Context: an optimization exercise on an open-source flow, tuned for a short achievable clock period and few clock cycles. The choices shown serve that exercise and are no tape-out recipe.
In this exercise RTL edits were held to simulation tests only and were not proved equivalent to the original.
No activity file was given, so power comes from the tool's default toggle rates.

==> design.v <==
module bfcpu_core
(
    input  logic CLK,
    input  logic RES_N,
    output logic        BUS_REQ,
    output logic        BUS_WRITE,
    output logic [15:0] BUS_ADDR,
    output logic [ 7:0] BUS_WDATA,
    input  logic [ 7:0] BUS_RDATA,
    input  logic        BUS_RDY,
    output logic        IO_REQ,
    output logic        IO_WRITE,
    output logic [ 1:0] IO_ADDR,
    output logic [ 7:0] IO_WDATA,
    input  logic [ 7:0] IO_RDATA,
    input  logic        IO_RDY
);
localparam int W     = 8;    
localparam int QD    = 16;   
localparam int AHEAD = 16;   
localparam logic [2:0] OP_GRP  = 3'd0;   
localparam logic [2:0] OP_MV   = 3'd1;   
localparam logic [2:0] OP_ADD  = 3'd2;   
localparam logic [2:0] OP_OUT  = 3'd3;
localparam logic [2:0] OP_IN   = 3'd4;
localparam logic [2:0] OP_BEG  = 3'd5;
localparam logic [2:0] OP_END  = 3'd6;
localparam logic [2:0] OP_RST  = 3'd7;
localparam logic [3:0] ES_RUN  = 4'd0;
localparam logic [3:0] ES_INW  = 4'd1;
localparam logic [3:0] ES_SCAN = 4'd2;
localparam logic [3:0] ES_BCLR = 4'd3;
localparam logic [3:0] ES_BR0  = 4'd4;
localparam logic [3:0] ES_BR1  = 4'd5;
localparam logic [3:0] ES_JF1  = 4'd6;   
localparam logic [3:0] ES_JF2  = 4'd7;
localparam logic [3:0] ES_JF0  = 4'd8;   
localparam logic [1:0] BK_I  = 2'd0;
localparam logic [1:0] BK_D  = 2'd1;
localparam logic [1:0] BK_WB = 2'd2;
function automatic logic [2:0] opclass(input logic [3:0] c);
    case (c)
        4'h0, 4'h1 : opclass = OP_MV;
        4'h2, 4'h3 : opclass = OP_ADD;
        4'h4       : opclass = OP_OUT;
        4'h5       : opclass = OP_IN;
        4'h6       : opclass = OP_BEG;
        4'h7       : opclass = OP_END;
        4'h8       : opclass = OP_RST;
        default    : opclass = OP_GRP;
    endcase
endfunction
function automatic logic [3:0] pop8(input logic [7:0] v);
    logic [1:0] p0, p1, p2, p3;
    logic [2:0] s0, s1;
    p0 = {1'b0, v[0]} + {1'b0, v[1]};
    p1 = {1'b0, v[2]} + {1'b0, v[3]};
    p2 = {1'b0, v[4]} + {1'b0, v[5]};
    p3 = {1'b0, v[6]} + {1'b0, v[7]};
    s0 = {1'b0, p0} + {1'b0, p1};
    s1 = {1'b0, p2} + {1'b0, p3};
    pop8 = {1'b0, s0} + {1'b0, s1};
endfunction
function automatic logic [4:0] sum8(input logic [7:0] p, input logic [7:0] m);
    logic [1:0] t [0:7];
    logic [2:0] u [0:3];
    logic [3:0] v0, v1;
    for (int i = 0; i < 8; i++)
        t[i] = (p[i]) ? 2'b01 : (m[i]) ? 2'b11 : 2'b00;
    for (int i = 0; i < 4; i++)
        u[i] = {t[2*i][1], t[2*i]} + {t[2*i+1][1], t[2*i+1]};
    v0 = {u[0][2], u[0]} + {u[1][2], u[1]};
    v1 = {u[2][2], u[2]} + {u[3][2], u[3]};
    sum8 = {v0[3], v0} + {v1[3], v1};
endfunction
function automatic logic [15:0] therm(input logic [3:0] n);
    for (int i = 0; i < 16; i++)
        therm[i] = (n > i);
endfunction
function automatic logic [7:0] por8(input logic [7:0] v);
    logic [7:0] r;
    r = v;
    for (int i = 0; i < 8; i++) if (i % 2 == 1)        r[i] = r[i] | r[i - 1];
    for (int i = 0; i < 8; i++) if ((i / 2) % 2 == 1)  r[i] = r[i] | r[(i / 4) * 4 + 1];
    for (int i = 0; i < 8; i++) if (i >= 4)            r[i] = r[i] | r[3];
    por8 = r;
endfunction
function automatic logic [39:0] psum8(input logic [7:0] p, input logic [7:0] m);
    logic [4:0] r [0:7];
    for (int i = 0; i < 8; i++)
        r[i] = (p[i]) ? 5'd1 : (m[i]) ? 5'h1f : 5'd0;
    for (int i = 0; i < 8; i++) if (i % 2 == 1)        r[i] = r[i] + r[i - 1];
    for (int i = 0; i < 8; i++) if ((i / 2) % 2 == 1)  r[i] = r[i] + r[(i / 4) * 4 + 1];
    for (int i = 0; i < 8; i++) if (i >= 4)            r[i] = r[i] + r[3];
    for (int i = 0; i < 8; i++)
        psum8[5*i +: 5] = r[i];
endfunction
function automatic logic [7:0] sx8(input logic [4:0] v);
    sx8 = {{3{v[4]}}, v};
endfunction
logic [63:0]  ic_data [0:31];
logic [6:0]   ic_tag  [0:31];
logic [31:0]  ic_lv;             
logic [255:0] ic_bv;             
logic [7:0]   dmem    [0:127];
logic [127:0] dz;                
logic [7:0]   dc_tag  [0:15];
logic [15:0]  dc_lv;
logic [127:0] dc_bv;
logic [15:0]  dc_dirty;
logic [31:0]  jt_v;
logic [10:0]  jt_tag [0:31];
logic [15:0]  jt_tgt [0:31];
logic [31:0]  jt_pay [0:31];    
logic [12:0] fp;                 
logic [4*QD-1:0] q;              
logic [QD-1:0] qv;               
logic [4:0]  qn;                 
always_comb
begin
    qn = 5'd0;
    for (int i = 0; i < QD; i++)
        if (qv[i])
            qn = i[4:0] + 5'd1;
end
logic [2:0]  qoff;               
logic [15:0] pc_d;               
logic        e_v;
logic [2:0]  e_op;
logic [7:0]  e_aamt;             
logic [7:0]  e_naamt;            
logic [3:0]  e_mp, e_mm;         
logic        e_hasa;
logic        e_hasm;
logic [15:0] e_pc;
logic        e_jh;
logic [15:0] e_jt;
logic [31:0] e_pay;              
logic [15:0] e_jnx;              
logic [31:0] e_fq;               
logic [3:0]  e_fqn;
logic [15:0] e_fnx;              
logic [3:0]  es;
logic [14:0] ptr;
logic [7:0]  acc;
logic        acc_z;              
logic        acc_v;
logic        acc_d;
logic        in_got;
logic [7:0]  in_data;
logic        sc_fwd;
logic [15:0] sc_ind;
logic [15:0] sc_bpc;
logic        sc_chv;             
logic        sr_v;               
logic [31:0] sr_ch;
logic [12:0] sr_fp;
logic [31:0] sc_ch;
logic [12:0] sc_chfp;
logic [2:0]  sc_j;               
logic        sc_first;           
logic [7:0]  sc_isc;             
logic [44:0] sc_pre;             
logic [15:0] sc_t;               
logic [31:0] jf_a;
logic        io_req_q;
logic        io_wr_q;
logic [1:0]  io_addr_q;
logic [7:0]  io_wdata_q;
logic        io_rpend;
logic        pf_en;
logic [11:0] pf_line;
logic        b_busy;
logic [1:0]  b_kind;
logic [5:0]  b_idx;
logic [3:0]  b_cnt;
logic [3:0]  b_rcnt;
logic        bus_req_q;
logic        bus_wr_q;
logic [15:0] bus_addr_q;
logic [7:0]  bus_wdata_q;
logic        rp_v;
logic        rp_d;
logic [5:0]  rp_idx;
logic [2:0]  rp_off;
logic        rv_q;
logic        rv_d;
logic [5:0]  rv_idx;
logic [2:0]  rv_off;
logic [7:0]  rv_data;
assign BUS_REQ   = bus_req_q;
assign BUS_WRITE = bus_wr_q;
assign BUS_ADDR  = bus_addr_q;
assign BUS_WDATA = bus_wdata_q;
assign IO_REQ    = io_req_q;
assign IO_WRITE  = io_wr_q;
assign IO_ADDR   = io_addr_q;
assign IO_WDATA  = io_wdata_q;
logic [11:0] f_line;
logic [4:0]  f_idx;
logic        f_lhit;
logic        f_hit;
logic [31:0] f_chunk;
assign f_line  = fp[12:1];
assign f_idx   = f_line[4:0];
assign f_lhit  = ic_lv[f_idx] & (ic_tag[f_idx] == f_line[11:5]);
assign f_hit   = f_lhit & (&ic_bv[{f_idx, fp[0], 2'b00} +: 4]);
assign f_chunk = (fp[0]) ? ic_data[f_idx][63:32] : ic_data[f_idx][31:0];
logic [2:0]  d_op;
logic [3:0]  d_ap, d_am, d_mp, d_mm;
logic [7:0]  d_aamt;
logic        d_hasa;
logic        d_hasm;
logic [3:0]  d_len;
logic        d_valid;
logic [W-1:0] d_th;        
logic [W:1]   d_l1h;       
always_comb
begin
    logic [3:0]   n;
    logic [W-1:0] isn, ism, isa, sg, okk, cont, mvb, t;
    logic [W-1:0] oaa, om;
    logic         haa, hm;
    logic         grp;
    for (int i = 0; i < W; i++)
    begin
        n      = q[4*i +: 4];
        isn[i] = (n[3] & (n[2:0] != 3'b000));
        ism[i] = (n[3:1] == 3'b000);
        isa[i] = (n[3:1] == 3'b001);
        sg[i]  = n[0];
    end
    t    = por8(ism);
    mvb  = {t[W-2:0], 1'b0};
    okk  = qv[W-1:0] & (isn | ism | (isa & ~mvb));
    cont = ~por8(~okk);
    grp  = isn[0] | ism[0] | isa[0];
    d_th = (grp) ? cont : {{(W-1){1'b0}}, 1'b1};
    for (int k = 1; k <= W; k++)
        d_l1h[k] = d_th[k-1] & ((k == W) ? 1'b1 : ~d_th[k]);
    d_len = 4'd0;
    for (int k = 1; k <= W; k++)
        if (d_l1h[k])
            d_len = d_len | k[3:0];
    d_ap = pop8(d_th & isa & ~sg);
    d_am = pop8(d_th & isa &  sg);
    d_mp = pop8(d_th & ism & ~sg);
    d_mm = pop8(d_th & ism &  sg);
    d_aamt = {4'h0, d_ap} - {4'h0, d_am};
    oaa = por8(isa);
    om  = por8(ism);
    haa = 1'b0; hm = 1'b0;
    for (int k = 1; k <= W; k++)
    begin
        haa = haa | (d_l1h[k] & oaa[k-1]);
        hm  = hm  | (d_l1h[k] & om[k-1]);
    end
    d_hasm  = hm;
    d_hasa  = haa;
    d_op    = (grp) ? OP_GRP : opclass(q[3:0]);
    d_valid = qv[0];
end
logic [15:0] d_pcn;
logic [15:0] d_fnx;
always_comb
begin
    d_pcn = 16'h0000;
    for (int k = 1; k <= W; k++)
        d_pcn = d_pcn | ((d_l1h[k]) ? pc_d + k[15:0] : 16'h0000);
    d_fnx = (qv[8]) ? pc_d + 16'd9 : 16'h0000;
    for (int k = 1; k <= 8; k++)
        d_fnx = d_fnx | ((qv[k-1] & ~qv[k]) ? pc_d + k[15:0] : 16'h0000);
end
logic        d_jh;
logic [15:0] d_jt;
assign d_jh = jt_v[pc_d[4:0]] & (jt_tag[pc_d[4:0]] == pc_d[15:5]);
assign d_jt = jt_tgt[pc_d[4:0]];
logic [31:0] d_jpay;
logic [3:0]  d_fqn;
assign d_jpay = jt_pay[pc_d[4:0]];
assign d_fqn  = (qv[8]) ? 4'd8 : qn[3:0] - 4'd1;
logic [3:0]  pidx;
logic        dhit;
logic        dline;
logic [7:0]  dval;
logic [7:0]  cur;
logic        cur_ok;
logic        cur_z;
logic [7:0]  am_val;
assign pidx   = ptr[6:3];
assign dline  = dc_lv[pidx] & (dc_tag[pidx] == ptr[14:7]);
assign dhit   = dline & dc_bv[ptr[6:0]];
assign dval   = dmem[ptr[6:0]];
assign cur    = (acc_v) ? acc : dval;
assign cur_ok = acc_v | dhit;
assign cur_z  = (acc_v) ? acc_z : dz[ptr[6:0]];
assign am_val = cur + e_aamt;
logic am_z;
assign am_z = (cur == e_naamt);
logic        grp_p1;       
assign grp_p1 = ~e_hasa | cur_ok;
logic        sc_fast;
logic        sc_found;
logic        sc_last;        
logic [15:0] sc_tgt;         
logic [15:0] sc_ind_nx;
logic [2:0]  sc_j_nx;
logic [7:0]  sl_isc;
logic [44:0] sl_pre;
logic        sc_adv;         
logic        sr_mv;          
assign sc_adv = ~sc_chv | (sc_last & ~sc_found);
assign sr_mv  = ~sr_v | sc_adv;
always_comb
begin
    logic [3:0] c;
    logic [7:0] act, iso;
    logic [7:0] lt;
    for (int k = 0; k < 8; k++)
    begin
        c         = (sc_fwd) ? sr_ch[4*k +: 4] : sr_ch[4*(7-k) +: 4];
        act[k]    = ~sc_first | ((sc_fwd) ? (k[2:0] >= sc_j) : ((3'd7 - k[2:0]) <= sc_j));
        sl_isc[k] = act[k] & (c == ((sc_fwd) ? 4'h7 : 4'h6));
        iso[k]    = act[k] & (c == ((sc_fwd) ? 4'h6 : 4'h7));
    end
    for (int k = 0; k <= 8; k++)
    begin
        lt = (k == 8) ? 8'hff : ((8'd1 << k) - 8'd1);
        sl_pre[5*k +: 5] = {1'b0, pop8(iso & lt)} - {1'b0, pop8(sl_isc & lt)};
    end
end
always_comb
begin
    logic [2:0] fk;
    logic       f8;
    logic [3:0] c1;
    logic       f1;
    logic [4:0] pk;
    f8 = 1'b0;
    fk = 3'd0;
    for (int k = 7; k >= 0; k--)
    begin
        pk = sc_pre[5*k +: 5];
        if (sc_isc[k] & (sc_ind[15:4] == 12'd0) & ({1'b0, sc_ind[3:0]} == 5'd0 - pk))
        begin
            f8 = 1'b1;
            fk = k[2:0];
        end
    end
    sc_fast = (sc_ind < 16'h7ff0);
    c1 = sc_ch[4*sc_j +: 4];
    f1 = (sc_ind == 16'h0000) & (c1 == ((sc_fwd) ? 4'h7 : 4'h6));
    if (sc_fast)
    begin
        sc_found  = f8;
        sc_tgt    = {sc_chfp, ((sc_fwd) ? fk : 3'd7 - fk)};
        sc_ind_nx = sc_ind + {{11{sc_pre[44]}}, sc_pre[44:40]};
        sc_last   = 1'b1;
        sc_j_nx   = (sc_fwd) ? 3'd0 : 3'd7;
    end
    else
    begin
        sc_found  = f1;
        sc_tgt    = {sc_chfp, sc_j};
        sc_ind_nx = sc_ind;
        if (~sc_ind[15] & (|sc_ind[14:0]) & (c1 == ((sc_fwd) ? 4'h7 : 4'h6)))
            sc_ind_nx = sc_ind - 16'd1;
        else if (c1 == ((sc_fwd) ? 4'h6 : 4'h7))
            sc_ind_nx = sc_ind + 16'd1;
        sc_last   = (sc_fwd) ? (sc_j == 3'd7) : (sc_j == 3'd0);
        sc_j_nx   = (sc_fwd) ? sc_j + 3'd1 : sc_j - 3'd1;
    end
end
logic        e_done;       
logic        redir;        
logic [15:0] redir_pc;
logic        squash;       
logic        d_hold;       
logic        need_d;       
logic        io_post;
logic        io_post_rd;
logic [1:0]  io_post_addr;
logic [7:0]  io_post_data;
logic        acc_wb;       
logic        am_wr;        
logic        clr_wr;       
logic        jt_wr;
logic        sc_start;
logic        sc_done;
logic        redir_pay;    
logic [31:0] redir_q;
logic [3:0]  redir_qn;
logic [15:0] redir_nx;     
logic [31:0] jf_pay;
assign jf_pay = {f_chunk, jf_a} >> {sc_t[2:0], 2'b00};
logic [15:0] sc_t1;
assign sc_t1 = sc_t + 16'd1;
logic [15:0] sc_pos;       
assign sc_pos = (e_op == OP_BEG) ? e_pc + 16'd1 : e_pc - 16'd1;
always_comb
begin
    e_done       = 1'b0;
    redir        = 1'b0;
    redir_pc     = 16'h0000;
    squash       = 1'b0;
    need_d       = 1'b0;
    io_post      = 1'b0;
    io_post_rd   = 1'b0;
    io_post_addr = 2'b00;
    io_post_data = cur;
    acc_wb       = 1'b0;
    am_wr        = 1'b0;
    clr_wr       = 1'b0;
    jt_wr        = 1'b0;
    sc_start     = 1'b0;
    sc_done      = 1'b0;
    redir_pay    = 1'b0;
    redir_q      = e_pay;
    redir_qn     = 4'd8;
    redir_nx     = e_jnx;
    d_hold       = (es != ES_RUN) & (es != ES_INW);
    case (es)
        ES_RUN :
        if (e_v)
        begin
            case (e_op)
                OP_GRP : begin
                    e_done = grp_p1;
                    need_d = e_hasa & ~cur_ok;
                    am_wr  = e_hasa & e_hasm & cur_ok;
                    acc_wb = ~e_hasa & e_hasm & acc_v & acc_d;
                end
                OP_OUT : begin
                    need_d  = ~cur_ok;
                    e_done  = cur_ok & ~io_req_q;
                    io_post = e_done;
                end
                OP_IN : begin
                    io_post    = ~io_req_q & ~io_rpend;
                    io_post_rd = 1'b1;
                end
                OP_BEG : begin
                    need_d = ~cur_ok;
                    e_done = cur_ok;
                    if (cur_ok & cur_z)
                    begin
                        squash = 1'b1;
                        if (e_jh)
                        begin
                            redir     = 1'b1;
                            redir_pc  = e_jt;
                            redir_pay = 1'b1;
                        end
                        else
                            sc_start = 1'b1;
                    end
                end
                OP_END : begin
                    need_d = ~cur_ok;
                    e_done = cur_ok;
                    if (cur_ok & ~cur_z & ~e_jh)
                    begin
                        squash   = 1'b1;
                        sc_start = 1'b1;
                    end
                    else if (cur_ok & cur_z & e_jh)
                    begin
                        squash    = 1'b1;
                        redir     = 1'b1;
                        redir_pc  = e_pc + 16'd1;
                        redir_pay = 1'b1;
                        redir_q   = e_fq;
                        redir_qn  = e_fqn;
                        redir_nx  = e_fnx;
                    end
                end
                OP_RST : begin
                    e_done   = 1'b1;
                    squash   = 1'b1;
                    redir    = 1'b1;
                    redir_pc = 16'h0000;
                    acc_wb   = acc_v & acc_d;
                end
                default : e_done = 1'b1;
            endcase
        end
        ES_INW : begin
            need_d = ~cur_ok;
            e_done = in_got & cur_ok;
        end
        ES_SCAN : sc_done = sc_chv & sc_found;
        ES_JF2 : begin
            if (f_hit)
            begin
                jt_wr     = 1'b1;
                redir     = 1'b1;
                redir_pc  = sc_t;
                redir_pay = 1'b1;
                redir_q   = jf_pay;
                redir_nx  = {sc_t[15:3] + 13'd1, sc_t[2:0]};
            end
        end
        ES_BCLR : begin
            need_d = ~dhit;
            clr_wr = dhit;
        end
        ES_BR0, ES_BR1 : begin
            need_d       = ~dhit;
            io_post      = dhit & ~io_req_q;
            io_post_addr = (es == ES_BR0) ? 2'b10 : 2'b11;
            io_post_data = dval;
        end
        default : ;
    endcase
end
logic d_fire;
logic d_jump;
assign d_fire = d_valid & ~d_hold & ~squash & (~e_v | e_done);
assign d_jump = d_fire & (d_op == OP_END) & d_jh;
logic        f_app;
logic [31:0] f_chs;
logic [4*(QD+W)-1:0] q_app;    
logic [4*QD-1:0] q_sh;         
logic [QD+W-1:0] qv_app;
logic [QD-1:0]   qv_sh;
assign f_app  = f_hit & ~qv[8] & (es != ES_SCAN) & (es != ES_JF0) & (es != ES_JF1) & (es != ES_JF2);
assign f_chs  = f_chunk >> {qoff, 2'b00};
logic [4:0]  qn_full;                 
logic [QD-1:0] app_mask;               
logic [8:0]  qoh;                      
assign qn_full = qn + 5'd8 - {2'b00, qoff};
always_comb
begin
    for (int i = 0; i < QD; i++)
        app_mask[i] = ~qv[i] & (i < qn_full);
    qoh[0] = ~qv[0];
    for (int j = 1; j <= 8; j++)
        qoh[j] = qv[j-1] & ~qv[j];
end
always_comb
begin
    q_app = {{(4*W){1'b1}}, q};
    for (int i = 0; i < QD; i++)
        for (int j = 0; j <= 8; j++)
            if (qoh[j] & (i >= j) & (i < j + 8))
                q_app[4*i +: 4] = f_chs[4*(i - j) +: 4];
    qv_app = {{W{1'b0}}, qv};
    for (int i = 0; i < QD; i++)
        if (f_app & app_mask[i])
            qv_app[i] = 1'b1;
    for (int i = 0; i < QD; i++)
    begin
        qv_sh[i] = (d_fire) ? 1'b0 : qv_app[i];
        for (int k = 1; k <= W; k++)
            if (d_fire & d_l1h[k])
                qv_sh[i] = qv_sh[i] | qv_app[i+k];
    end
    for (int i = 0; i < QD; i++)
    begin
        q_sh[4*i +: 4] = (d_fire) ? 4'h0 : q_app[4*i +: 4];
        for (int k = 1; k <= W; k++)
            if (d_fire & d_l1h[k])
                q_sh[4*i +: 4] = q_sh[4*i +: 4] | q_app[4*(i+k) +: 4];
    end
end
always_ff @(posedge CLK, negedge RES_N)
begin
    if (~RES_N)
    begin
        fp    <= 13'h0000;
        q     <= {(4*QD){1'b1}};
        qv    <= {QD{1'b0}};
        qoff  <= 3'd0;
        pc_d  <= 16'h0000;
    end
    else if (redir | sc_start | sc_done)
    begin
        qv    <= {QD{1'b0}};
        if (sc_start)
            fp <= sc_pos[15:3];
        else if (redir_pay)
        begin
            q[31:0] <= redir_q;
            qv      <= therm(redir_qn);
            fp      <= redir_nx[15:3];
            qoff    <= redir_nx[2:0];
            pc_d    <= redir_pc;
        end
        else
        begin
            fp   <= redir_pc[15:3];
            qoff <= redir_pc[2:0];
            pc_d <= redir_pc;
        end
    end
    else if (d_jump)
    begin
        q[31:0] <= d_jpay;
        qv      <= {{(QD-8){1'b0}}, 8'hff};
        fp      <= d_jt[15:3] + 13'd1;
        qoff    <= d_jt[2:0];
        pc_d    <= d_jt;
    end
    else if (es == ES_JF0)
        fp <= sc_t1[15:3];
    else if (es == ES_JF1)
    begin
        if (f_hit)
            fp <= fp + 13'd1;
    end
    else if (es == ES_SCAN)
    begin
        if (f_hit & sr_mv)
            fp <= (sc_fwd) ? fp + 13'd1 : fp - 13'd1;
    end
    else
    begin
        if (d_fire)
        begin
            pc_d  <= d_pcn;
        end
        q  <= q_sh;
        qv <= qv_sh;
        if (f_app)
        begin
            qoff <= 3'd0;
            fp   <= fp + 13'd1;
        end
    end
end
always_ff @(posedge CLK, negedge RES_N)
begin
    if (~RES_N)
    begin
        e_v     <= 1'b0;
        e_op    <= OP_GRP;
        e_aamt  <= 8'h00;
        e_naamt <= 8'h00;
        e_mp    <= 4'h0;
        e_mm    <= 4'h0;
        e_hasa  <= 1'b0;
        e_hasm  <= 1'b0;
        e_pc    <= 16'h0000;
        e_jh    <= 1'b0;
        e_jt    <= 16'h0000;
        e_pay   <= 32'h0;
        e_jnx   <= 16'h0000;
        e_fq    <= 32'h0;
        e_fqn   <= 4'd0;
        e_fnx   <= 16'h0000;
        sc_t    <= 16'h0000;
        jf_a    <= 32'h0;
        es      <= ES_BCLR;
        ptr     <= 15'h0000;
        acc     <= 8'h00;
        acc_z   <= 1'b1;
        acc_v   <= 1'b0;
        acc_d   <= 1'b0;
        in_got  <= 1'b0;
        in_data <= 8'h00;
        sc_fwd  <= 1'b0;
        sc_ind  <= 16'h0000;
        sc_bpc  <= 16'h0000;
        sc_chv  <= 1'b0;
        sr_v    <= 1'b0;
        sr_ch   <= 32'h0;
        sr_fp   <= 13'h0000;
        sc_ch   <= 32'h0;
        sc_chfp <= 13'h0000;
        sc_j    <= 3'd0;
        sc_first <= 1'b0;
        sc_isc  <= 8'h00;
        sc_pre  <= 45'h0;
    end
    else
    begin
        if (d_fire)
        begin
            e_v    <= 1'b1;
            e_op   <= d_op;
            e_aamt <= d_aamt;
            e_naamt <= {4'h0, d_am} - {4'h0, d_ap};
            e_mp   <= d_mp;
            e_mm   <= d_mm;
            e_hasa <= d_hasa;
            e_hasm <= d_hasm;
            e_pc   <= pc_d;
            e_jh   <= d_jh;
            e_jt   <= d_jt;
            e_pay  <= d_jpay;
            e_jnx  <= {d_jt[15:3] + 13'd1, d_jt[2:0]};
            e_fq   <= q[35:4];
            e_fqn  <= d_fqn;
            e_fnx  <= d_fnx;
        end
        else if (e_done | squash)
            e_v <= 1'b0;
        if (io_rpend & IO_RDY)
        begin
            in_got  <= 1'b1;
            in_data <= IO_RDATA;
        end
        case (es)
            ES_RUN : if (e_v)
            begin
                case (e_op)
                    OP_GRP : if (e_hasm)
                    begin
                        if (grp_p1)
                        begin
                            ptr   <= ptr + {11'h000, e_mp} - {11'h000, e_mm};
                            acc_v <= 1'b0;
                            acc_d <= 1'b0;
                        end
                    end
                    else if (e_hasa & cur_ok)
                    begin
                        acc   <= am_val;
                        acc_z <= am_z;
                        acc_v <= 1'b1;
                        acc_d <= 1'b1;
                    end
                    OP_OUT, OP_BEG, OP_END : if (cur_ok)
                    begin
                        acc   <= cur;
                        acc_z <= cur_z;
                        acc_v <= 1'b1;
                    end
                    OP_IN : if (io_post)
                    begin
                        es     <= ES_INW;
                        in_got <= 1'b0;
                    end
                    OP_RST : begin
                        es    <= ES_BCLR;
                        ptr   <= 15'h0000;
                        acc_v <= 1'b0;
                        acc_d <= 1'b0;
                    end
                    default : ;
                endcase
                if (sc_start)
                begin
                    es     <= ES_SCAN;
                    sc_fwd <= (e_op == OP_BEG);
                    sc_ind <= 16'h0000;
                    sc_bpc <= e_pc;
                    sc_chv <= 1'b0;
                    sr_v   <= 1'b0;
                    sc_j   <= sc_pos[2:0];
                    sc_first <= 1'b1;
                end
            end
            ES_INW : if (e_done)
            begin
                es    <= ES_RUN;
                acc   <= in_data;
                acc_z <= (in_data == 8'h00);
                acc_v <= 1'b1;
                acc_d <= 1'b1;
            end
            ES_SCAN : begin
                if (sc_chv)
                begin
                    sc_ind <= sc_ind_nx;
                    sc_j   <= sc_j_nx;
                end
                if (sc_chv & sc_found)
                begin
                    es   <= ES_JF0;
                    sc_t <= sc_tgt;
                end
                else
                begin
                    if (sc_adv)
                    begin
                        sc_chv  <= sr_v;
                        sc_ch   <= sr_ch;
                        sc_chfp <= sr_fp;
                        sc_isc  <= sl_isc;
                        sc_pre  <= sl_pre;
                        if (sr_v)
                            sc_first <= 1'b0;
                    end
                    if (sr_mv)
                    begin
                        sr_v  <= f_hit;
                        sr_ch <= f_chunk;
                        sr_fp <= fp;
                    end
                end
            end
            ES_JF0 : begin
                sc_t <= sc_t1;
                es   <= ES_JF1;
            end
            ES_JF1 : if (f_hit)
            begin
                jf_a <= f_chunk;
                es   <= ES_JF2;
            end
            ES_JF2 : if (f_hit)
                es <= ES_RUN;
            ES_BCLR : if (dhit)
            begin
                if (ptr == 15'h001d)
                    es <= ES_BR0;
                ptr <= ptr + 15'd1;
            end
            ES_BR0 : if (io_post)
            begin
                es  <= ES_BR1;
                ptr <= ptr + 15'd1;
            end
            ES_BR1 : if (io_post)
            begin
                es    <= ES_RUN;
                ptr   <= 15'h0000;
                acc_v <= 1'b0;
                acc_d <= 1'b0;
            end
            default : es <= ES_BCLR;
        endcase
    end
end
logic        jw_v;
logic [15:0] jw_pc;
logic [15:0] jw_tgt;
logic [31:0] jw_pay;
always_ff @(posedge CLK, negedge RES_N)
begin
    if (~RES_N)
    begin
        jt_v   <= 32'h0;
        jw_v   <= 1'b0;
        jw_pc  <= 16'h0000;
        jw_tgt <= 16'h0000;
        jw_pay <= 32'h0;
    end
    else
    begin
        jw_v   <= jt_wr;
        jw_pc  <= sc_bpc;
        jw_tgt <= sc_t;
        jw_pay <= jf_pay;
        if (jw_v)
            jt_v[jw_pc[4:0]] <= 1'b1;
    end
end
always_ff @(posedge CLK)
begin
    if (jw_v)
    begin
        jt_tag[jw_pc[4:0]] <= jw_pc[15:5];
        jt_tgt[jw_pc[4:0]] <= jw_tgt;
        jt_pay[jw_pc[4:0]] <= jw_pay;
    end
end
always_ff @(posedge CLK, negedge RES_N)
begin
    if (~RES_N)
    begin
        io_req_q   <= 1'b0;
        io_wr_q    <= 1'b0;
        io_addr_q  <= 2'b00;
        io_wdata_q <= 8'h00;
        io_rpend   <= 1'b0;
    end
    else
    begin
        if (io_post)
        begin
            io_req_q   <= 1'b1;
            io_wr_q    <= ~io_post_rd;
            io_addr_q  <= io_post_addr;
            io_wdata_q <= io_post_data;
        end
        else if (io_req_q & IO_RDY)
            io_req_q <= 1'b0;
        if (io_req_q & IO_RDY & ~io_wr_q)
            io_rpend <= 1'b1;
        else if (IO_RDY)
            io_rpend <= 1'b0;
    end
end
logic        b_acc;
logic        b_resp;
logic        b_start;
logic [1:0]  b_start_kind;
logic [5:0]  b_start_idx;
logic [15:0] b_start_addr;
logic        ic_alloc;
logic        dc_alloc;
logic        bw_start;
logic [1:0]  bw_kind;
logic [5:0]  bw_idx;
logic [15:0] bw_addr;
logic        bw_ic;
logic        bw_dc;
logic        bq_v;
logic [1:0]  bq_kind;
logic [5:0]  bq_idx;
logic [15:0] bq_addr;
logic        bq_ic;
logic        bq_dc;
assign b_start      = bq_v;
assign b_start_kind = bq_kind;
assign b_start_idx  = bq_idx;
assign b_start_addr = bq_addr;
assign ic_alloc     = bq_v & bq_ic;
assign dc_alloc     = bq_v & bq_dc;
logic [11:0] cur_line;
logic [11:0] pf_dist;
logic        cur_alloc;
logic        pf_alloc;
assign b_acc  = bus_req_q & BUS_RDY;
assign b_resp = rp_v & BUS_RDY;
assign cur_line  = f_line;
assign pf_dist   = pf_line - cur_line;
assign cur_alloc = f_lhit;
assign pf_alloc  = ic_lv[pf_line[4:0]] & (ic_tag[pf_line[4:0]] == pf_line[11:5]);
always_comb
begin
    bw_start      = 1'b0;
    bw_kind = BK_I;
    bw_idx  = {2'b00, pidx};
    bw_addr = 16'h0000;
    bw_ic     = 1'b0;
    bw_dc     = 1'b0;
    if (~b_busy & ~bq_v)
    begin
        if (need_d & ~dline)
        begin
            bw_start = 1'b1;
            if (dc_lv[pidx] & dc_dirty[pidx])
            begin
                bw_kind = BK_WB;
                bw_addr = {1'b1, dc_tag[pidx], pidx, 3'b000};
            end
            else
            begin
                bw_kind = BK_D;
                bw_addr = {1'b1, ptr[14:0]};
                bw_dc     = 1'b1;
            end
        end
        else if (pf_en & ~pf_alloc & (pf_dist < AHEAD) & (cur_alloc | (pf_dist == 12'd0)))
        begin
            bw_start      = 1'b1;
            bw_kind = BK_I;
            bw_idx  = {1'b0, pf_line[4:0]};
            bw_addr = {1'b0, pf_line, 3'b000};
            bw_ic     = 1'b1;
        end
    end
end
always_ff @(posedge CLK, negedge RES_N)
begin
    if (~RES_N)
    begin
        pf_en       <= 1'b0;
        pf_line     <= 12'h000;
        b_busy      <= 1'b0;
        bq_v        <= 1'b0;
        bq_kind     <= BK_I;
        bq_idx      <= 6'd0;
        bq_addr     <= 16'h0000;
        bq_ic       <= 1'b0;
        bq_dc       <= 1'b0;
        b_kind      <= BK_I;
        b_idx       <= 6'd0;
        b_cnt       <= 4'd0;
        b_rcnt      <= 4'd0;
        bus_req_q   <= 1'b0;
        bus_wr_q    <= 1'b0;
        bus_addr_q  <= 16'h0000;
        bus_wdata_q <= 8'h00;
        rp_v        <= 1'b0;
        rp_d        <= 1'b0;
        rp_idx      <= 6'd0;
        rp_off      <= 3'd0;
        rv_q        <= 1'b0;
        rv_d        <= 1'b0;
        rv_idx      <= 6'd0;
        rv_off      <= 3'd0;
        rv_data     <= 8'h00;
    end
    else
    begin
        if (io_req_q & IO_RDY & io_wr_q & (io_addr_q == 2'b11))
            pf_en <= 1'b1;
        else if (es == ES_BCLR)
            pf_en <= 1'b0;
        if (bw_start & bw_ic)
            pf_line <= pf_line + 12'd1;
        else if (~cur_alloc | (pf_dist[11:5] != 7'd0))
            pf_line <= cur_line;
        else if ((pf_dist < AHEAD) & pf_alloc)
            pf_line <= pf_line + 12'd1;
        bq_v    <= bw_start;
        bq_kind <= bw_kind;
        bq_idx  <= bw_idx;
        bq_addr <= bw_addr;
        bq_ic   <= bw_ic;
        bq_dc   <= bw_dc;
        if (b_start)
        begin
            b_busy      <= 1'b1;
            b_kind      <= b_start_kind;
            b_idx       <= b_start_idx;
            b_cnt       <= 4'd0;
            b_rcnt      <= 4'd0;
            bus_req_q   <= 1'b1;
            bus_wr_q    <= (b_start_kind == BK_WB);
            bus_addr_q  <= b_start_addr;
            bus_wdata_q <= dmem[{b_start_idx[3:0], 3'b000}];
        end
        else if (b_acc)
        begin
            b_cnt <= b_cnt + 4'd1;
            if (b_cnt[2:0] == 3'd7)
                bus_req_q <= 1'b0;
            bus_addr_q[2:0] <= bus_addr_q[2:0] + 3'd1;
            bus_wdata_q     <= dmem[{b_idx[3:0], b_cnt[2:0] + 3'd1}];
            if (bus_wr_q & (b_cnt[2:0] == 3'd7))
                b_busy <= 1'b0;
        end
        if (b_acc & ~bus_wr_q)
        begin
            rp_v   <= 1'b1;
            rp_d   <= (b_kind == BK_D);
            rp_idx <= b_idx;
            rp_off <= bus_addr_q[2:0];
        end
        else if (BUS_RDY)
            rp_v <= 1'b0;
        rv_q <= b_resp;
        if (b_resp)
        begin
            rv_d    <= rp_d;
            rv_idx  <= rp_idx;
            rv_off  <= rp_off;
            rv_data <= BUS_RDATA;
            b_rcnt  <= b_rcnt + 4'd1;
            if (b_rcnt[2:0] == 3'd7)
                b_busy <= 1'b0;
        end
    end
end
always_ff @(posedge CLK, negedge RES_N)
begin
    if (~RES_N)
    begin
        ic_lv    <= 32'h0;
        ic_bv    <= 256'h0;
        dc_lv    <= 16'h0;
        dc_bv    <= 128'h0;
        dc_dirty <= 16'h0;
    end
    else
    begin
        if (rv_q & ~rv_d)
            ic_bv[{rv_idx[4:0], rv_off}] <= 1'b1;
        if (rv_q & rv_d)
            dc_bv[{rv_idx[3:0], rv_off}] <= 1'b1;
        if (ic_alloc)
        begin
            ic_lv[b_start_idx[4:0]]        <= 1'b1;
            ic_bv[b_start_idx[4:0]*8 +: 8] <= 8'h00;
        end
        if (dc_alloc)
        begin
            dc_lv[b_start_idx[3:0]]        <= 1'b1;
            dc_bv[b_start_idx[3:0]*8 +: 8] <= 8'h00;
            dc_dirty[b_start_idx[3:0]]     <= 1'b0;
        end
        if (b_start & (b_start_kind == BK_WB))
            dc_dirty[b_start_idx[3:0]] <= 1'b0;
        if (acc_wb | am_wr | clr_wr)
            dc_dirty[pidx] <= 1'b1;
    end
end
always_ff @(posedge CLK)
begin
    if (ic_alloc)
        ic_tag[b_start_idx[4:0]] <= b_start_addr[14:8];
    if (dc_alloc)
        dc_tag[b_start_idx[3:0]] <= b_start_addr[14:7];
    if (rv_q & ~rv_d)
        ic_data[rv_idx[4:0]][rv_off*8 +: 8] <= rv_data;
end
always_ff @(posedge CLK)
begin
    if (rv_q & rv_d)
    begin
        dmem[{rv_idx[3:0], rv_off}] <= rv_data;
        dz[{rv_idx[3:0], rv_off}]   <= (rv_data == 8'h00);
    end
    if (acc_wb)
    begin
        dmem[ptr[6:0]] <= acc;
        dz[ptr[6:0]]   <= acc_z;
    end
    else if (am_wr)
    begin
        dmem[ptr[6:0]] <= am_val;
        dz[ptr[6:0]]   <= am_z;
    end
    else if (clr_wr)
    begin
        dmem[ptr[6:0]] <= 8'h00;
        dz[ptr[6:0]]   <= 1'b1;
    end
end
endmodule
==> run.sh <==
#!/bin/bash
# synth_recipe.tcl (not shown) runs the flow's synth.tcl, then flattens the netlist and writes it again
# the make line also repeats each setting of config.mk as NAME=value (left out here)
make -C /OpenROAD-flow-scripts/flow DESIGN_CONFIG=/design/flow/config.mk WORK_HOME=/design/flow/orfs CLKGATE_MAP_FILE= SYNTH_SCRIPT=/design/flow/synth_recipe.tcl finish
==> config.mk <==
export PLATFORM = sky130hd
export DESIGN_NAME = bfcpu_core
export DESIGN_NICKNAME = bfcpu_core
export VERILOG_FILES = /design/flow/design.v
export SDC_FILE = /design/flow/constraint.sdc
export NUM_CORES = 4
export LEC_CHECK = 0
export ABC_CLOCK_PERIOD_IN_PS = 4000
export CAP_MARGIN = 20
export CORE_MARGIN = 2
export CORE_UTILIZATION = 30
export PLACE_DENSITY = 0.4
export SETUP_SLACK_MARGIN = 4
export SLEW_MARGIN = 20
export TNS_END_PERCENT = 5
==> constraint.sdc <==
create_clock -name core_clock -period 10.0 [get_ports {CLK}]
set_input_delay 2.0000 -clock core_clock [delete_from_list [all_inputs] [get_ports {CLK}]]
set_output_delay 2.0000 -clock core_clock [all_outputs]
set_load 0.01 [all_outputs]
==> results.txt <==
[logic make-up (layout without fill, tap and decap cells)]
logic type / Yosys count / in the layout
adders and majority gates: 255 / 255
other: 0 / 107
buffers and inverters: 2067 / 2833
and+or+nand+nor: 5754 / 5757
xor gates and xnor gates: 240 / 240
DFF: 6626 / 6626
AOI/OAI and AO/OA: 5272 / 5273
muxes: 2604 / 2604
[power by group through the flow]
stage,logic [uW],registers [uW],clock network (uW)
floorplan,439,30200,0
global placement,939,30300,0
detailed placement,959,30300,0
CTS,958,29700,28800
global route,1050,29700,29900
finish,965,29700,28300
[flip-flops by register name, indices dropped and copies added, names as in the netlist, 33 cells and up]
name and count:
ic_tag 224, ic_bv 256, dc_tag 128, dmem 1024, jt_tag 352, ic_data 2048
dc_bv 128, sc_pre 33, q 64, jt_pay 1024, dz 128, jt_tgt 512
[layout make-up]
type / instances / area, um2
diodes: 107 / 268
clock buffers: 1015 / 20900
clock inverters: 384 / 3990
fillers: 99800 / 673000
inverters: 284 / 1100
multi-input cells: 14100 / 113000
flip-flops and latches: 6626 / 192000
well taps: 13700 / 17100
repair buffers: 1150 / 11200
[metrics by stage]
step           util [%]  setup slack [ns]  instances
6_report           34.8              3.74      37400
2_1_floorplan         -              4.28      22800
4_1_cts            34.6              3.71      37200
3_5_place_dp       31.9              2.44      35700
5_1_grt            34.8              3.66      37300
3_3_place_gp       31.9              1.80      35700
[Yosys cell counts (67+ instances only)]
library cell / number / area [um2]
sky130_fd_sc_hd__buf_6: 74 / 833
sky130_fd_sc_hd__and3_1: 68 / 425
sky130_fd_sc_hd__buf_1: 189 / 709
sky130_fd_sc_hd__o21ai_0: 1963 / 9820
sky130_fd_sc_hd__nand2_1: 2839 / 10700
sky130_fd_sc_hd__and2_1: 126 / 788
sky130_fd_sc_hd__nand4_1: 134 / 838
sky130_fd_sc_hd__a22o_1: 153 / 1340
sky130_fd_sc_hd__a21oi_1: 1040 / 5200
sky130_fd_sc_hd__nor2_1: 1574 / 5910
sky130_fd_sc_hd__edfxtp_1: 5312 / 160000
sky130_fd_sc_hd__o221ai_1: 174 / 1520
sky130_fd_sc_hd__a211oi_1: 106 / 796
sky130_fd_sc_hd__dfstp_2: 67 / 1760
sky130_fd_sc_hd__mux2_2: 383 / 4310
sky130_fd_sc_hd__a31oi_1: 101 / 632
sky130_fd_sc_hd__xor2_1: 92 / 806
sky130_fd_sc_hd__a221oi_1: 221 / 1940
sky130_fd_sc_hd__nand2b_1: 69 / 432
sky130_fd_sc_hd__o211ai_1: 110 / 826
sky130_fd_sc_hd__a21o_1: 120 / 901
sky130_fd_sc_hd__inv_1: 266 / 998
sky130_fd_sc_hd__dfxtp_1: 128 / 2560
sky130_fd_sc_hd__buf_4: 77 / 578
sky130_fd_sc_hd__mux2i_1: 658 / 6590
sky130_fd_sc_hd__clkbuf_1: 1143 / 4290
sky130_fd_sc_hd__o22ai_1: 237 / 1480
sky130_fd_sc_hd__ha_1: 199 / 2490
sky130_fd_sc_hd__nand3_1: 334 / 1670
sky130_fd_sc_hd__a22oi_1: 337 / 2530
sky130_fd_sc_hd__buf_2: 284 / 1420
sky130_fd_sc_hd__xnor2_1: 148 / 1300
sky130_fd_sc_hd__nor3_1: 234 / 1170
sky130_fd_sc_hd__mux4_2: 1547 / 34800
sky130_fd_sc_hd__dfrtp_1: 1119 / 28000
[cells in the final DEF (no fill, tap or decap), types with 89 or more instances in the layout]
cell / n
sky130_fd_sc_hd__o211ai_1: 110
sky130_fd_sc_hd__a211oi_1: 90
sky130_fd_sc_hd__xnor2_1: 147
sky130_fd_sc_hd__inv_1: 255
sky130_fd_sc_hd__clkbuf_16: 784
sky130_fd_sc_hd__a221oi_1: 217
sky130_fd_sc_hd__o21ai_0: 1889
sky130_fd_sc_hd__a22o_1: 153
sky130_fd_sc_hd__mux4_2: 1547
sky130_fd_sc_hd__dfxtp_1: 128
sky130_fd_sc_hd__mux2i_1: 642
sky130_fd_sc_hd__ha_1: 195
sky130_fd_sc_hd__diode_2: 107
sky130_fd_sc_hd__buf_4: 876
sky130_fd_sc_hd__nand4_1: 134
sky130_fd_sc_hd__and2_1: 103
sky130_fd_sc_hd__clkinv_2: 118
sky130_fd_sc_hd__buf_12: 95
sky130_fd_sc_hd__o22ai_1: 236
sky130_fd_sc_hd__a22oi_1: 336
sky130_fd_sc_hd__a21o_1: 115
sky130_fd_sc_hd__dfrtp_1: 1065
sky130_fd_sc_hd__nand2_1: 2748
sky130_fd_sc_hd__clkinv_1: 140
sky130_fd_sc_hd__nor3_1: 206
sky130_fd_sc_hd__mux2_2: 381
sky130_fd_sc_hd__nor2_1: 1478
sky130_fd_sc_hd__edfxtp_1: 5312
sky130_fd_sc_hd__a31oi_1: 92
sky130_fd_sc_hd__a21oi_1: 1012
sky130_fd_sc_hd__xor2_1: 89
sky130_fd_sc_hd__o221ai_1: 172
sky130_fd_sc_hd__clkbuf_1: 185
sky130_fd_sc_hd__nand3_1: 323
[worst paths after layout]
kind	start	end
worst max-delay path	ptr[2]$_DFFE_PN0P_	dz[29]$_DFF_P_
worst min-delay path	sc_bpc[0]$_DFFE_PN0P_	jw_pc[0]$_DFF_PN0_
worst max register to register	ptr[2]$_DFFE_PN0P_	dz[29]$_DFF_P_
worst min register to register	sc_bpc[0]$_DFFE_PN0P_	jw_pc[0]$_DFF_PN0_
max in group asynchronous	RES_N	pc_d[0]$_DFFE_PN0P_
min in group asynchronous	RES_N	bus_addr_q[5]$_DFFE_PN0P_
[per-layer routing]
metal | global-route usage, % | up-vias | wire length, um
met5 | 0 | - | 378
met2 | 39.7 | 11100 | 620000
met1 | 34.7 | 114000 | 573000
li1 | - | 88800 | -
met3 | 4.75 | 2525 | 112000
met4 | 10.7 | 54 | 69500
[timing repair]
| item | CTS | global route |
|---|---|---|
| pin swaps | 44 | 26 |
| setup buffers | 104 | 56 |
| endpoints found under the setup margin | 2322 | 2140 |
| gates resized for setup | 355 | 179 |
| hold buffers | 0 | 0 |
| cloned | 16 | 7 |
==> results.txt <==
Compound-Gate Fraction of Synth Area 10.7%; worst-path cell chain buf_12 -> buf_4 -> mux2_2 -> a221oi_1 -> o21ai_0 -> a2bb2oi_1 -> o21bai_1 -> mux4_2 -> a21oi_1 -> or3_1 -> o31a_1 -> or2_4 -> o31ai_1 -> nand2_1 -> o22ai_1; share of final-layout standard cells stronger than drive strength 1 20.8%; Final setup violation count 0; largest net degree at the start of global routing a little under 200; Pre-antenna DRT Iters 9; total number of nets in the final design around 23000; synthesized cell area 0.311 mm2; post-synthesis simple-gate area fraction 7.94%; Initial Utilization 30.1%; fin crit share between 60% and 70%; maximum fanout along the worst path 45; post-detailed-placement half-perimeter wirelength 896000 um; Detailed Route Iter0 Violations 28200; sum of negative setup slack 0 ns; mean area per synthesized cell ~14 um2; status no timing/DRC/antenna violations; Area growth, synth to finish 15.6%; worst hold slack after final layout about 0.38 ns; clock tree from TritonCTS done; post-synthesis share of cell area spent on xor and xnor gates less than 1%; combinational cell fraction of total power 1.6%; number of cells on the worst hold path 0; Total Die Area about 1.0 mm2; DR vias/cell 5.80; measured slew at the worst slew-check pin 1.33 ns; slowest stage cell, crit path sky130_fd_sc_hd__o21bai_1; crit-path max cell delay 0.64 ns; unique cell type count in the Yosys netlist 122; CORE AREA between 1 and 1.5 mm2; total number of clock tree sinks around 6600; antenna violations before repair 139; Post-synth ARST share 17.9%; Synth Area in Adders 1.16%; kind of capture point of the worst setup path register; clock insertion delay at the later pin of the skew report 1.21 ns; wire length of the first global-routing pass 1860000 um; gpl congestion 0.951; Clock Tree Buf Depth 5; largest delay contributor family on the critical path compound AO/OA/AOI/OAI gates; clock period minus final worst setup slack between 6 and 7 ns; register bit total from synthesis roughly 6600; Most used DFF post-synth sky130_fd_sc_hd__edfxtp_1; setup slack of the most critical reg-to-reg path 3.74 ns; internal power component 45900 uW; tightest slew margin relative to the limit 11.4%; Worst VDD drop 0.000164 V; logic depth of the worst register-to-register path 15; count of H-tree levels built during CTS 6; boundary pin count 58; GRT Overall Usage 25.4%; drt total wl roughly 1400000 um; Final Slew Violations 0; Antenna Nets Post-Route 0; number of cells on the critical path 15; die boundary width 1020 um; clock slew at the register clock pins of the worst setup and hold paths 0.06 ns; vias in the first global route 208000; arrival time at the worst endpoint 7.30 ns; Min-Delay Path Class reg2reg; total global routing overflow 0; number of placement rows between 300 and 400; EDFF count, synth 5312; CTS buffer count 769; Mapped Cells 22800; achievable frequency 160 MHz; routed length per instance 36.8 um; placed instance area 0.329 mm2; Setup Crit Path Kind reg2reg; total of buffers placed on input and output ports 57; share of synthesized area spent on multiplexers 14.8%; vias after detailed routing about 220k; Final Instance Area approximately 0.36 mm2; total power per unit cell area 164 mW/mm2; proportion of total power due to net switching around 22%; sequential cell area fraction in the yosys report 61.7%; sequential power share 50.4%; switching pwr roughly 13000 uW; share of total power in the clock network 48.0%; clk root buf sky130_fd_sc_hd__clkbuf_16; required time at the worst-slack endpoint 11.04 ns; main combinational cell family by area after synthesis multiplexers; total count of hold-check failures in the final report 0; worst-case clock skew 0.169 ns; synthesized net count approximately 23000; Maximum Capacitance Violations 0; static leakage power around 0.12 uW; kind of start point of the critical path register; count of warnings emitted by yosys 73; power consumption 59000 uW; RSZ-0062 raised after global routing yes; overall die height 1020 um; CP Buf/Inv Count 2; DRC violation count after routing 0
Testbench counts, summed over its fixed seeds: cycles 98,331.

## separate check: timing with driven ports
The flow's constraints put no driver on any port. The routed layout listed below was extracted and timed again, unchanged, in two steps.
Step 1 (the two cells are an assumption about what drives the block):
set clk [get_ports {CLK}]
set_driving_cell -lib_cell sky130_fd_sc_hd__clkbuf_16 $clk
set_driving_cell -lib_cell sky130_fd_sc_hd__buf_2 [delete_from_list [all_inputs] $clk]
Step 2, shift: input delay + t, output delay - t, t = (earliest + latest rising clock arrival at the registers) / 2. This alone moves slack from input paths to output paths.
Slacks: ideal ports / drivers / drivers and shift; pairs: ideal ports / drivers.
shift t [ns]: 1.286
slack for setup (ns): 3.739 / 3.739 / 3.739
worst register clock-pin slew, ns: 0.08 / 0.08
worst data-port slew with drivers (ns): 0.22
pins driven straight from the clock port: 1
After both steps setup and hold are still met in this run. The setup slack of this run moves by 0.000 ns with the drivers and by 0.000 ns with both steps.
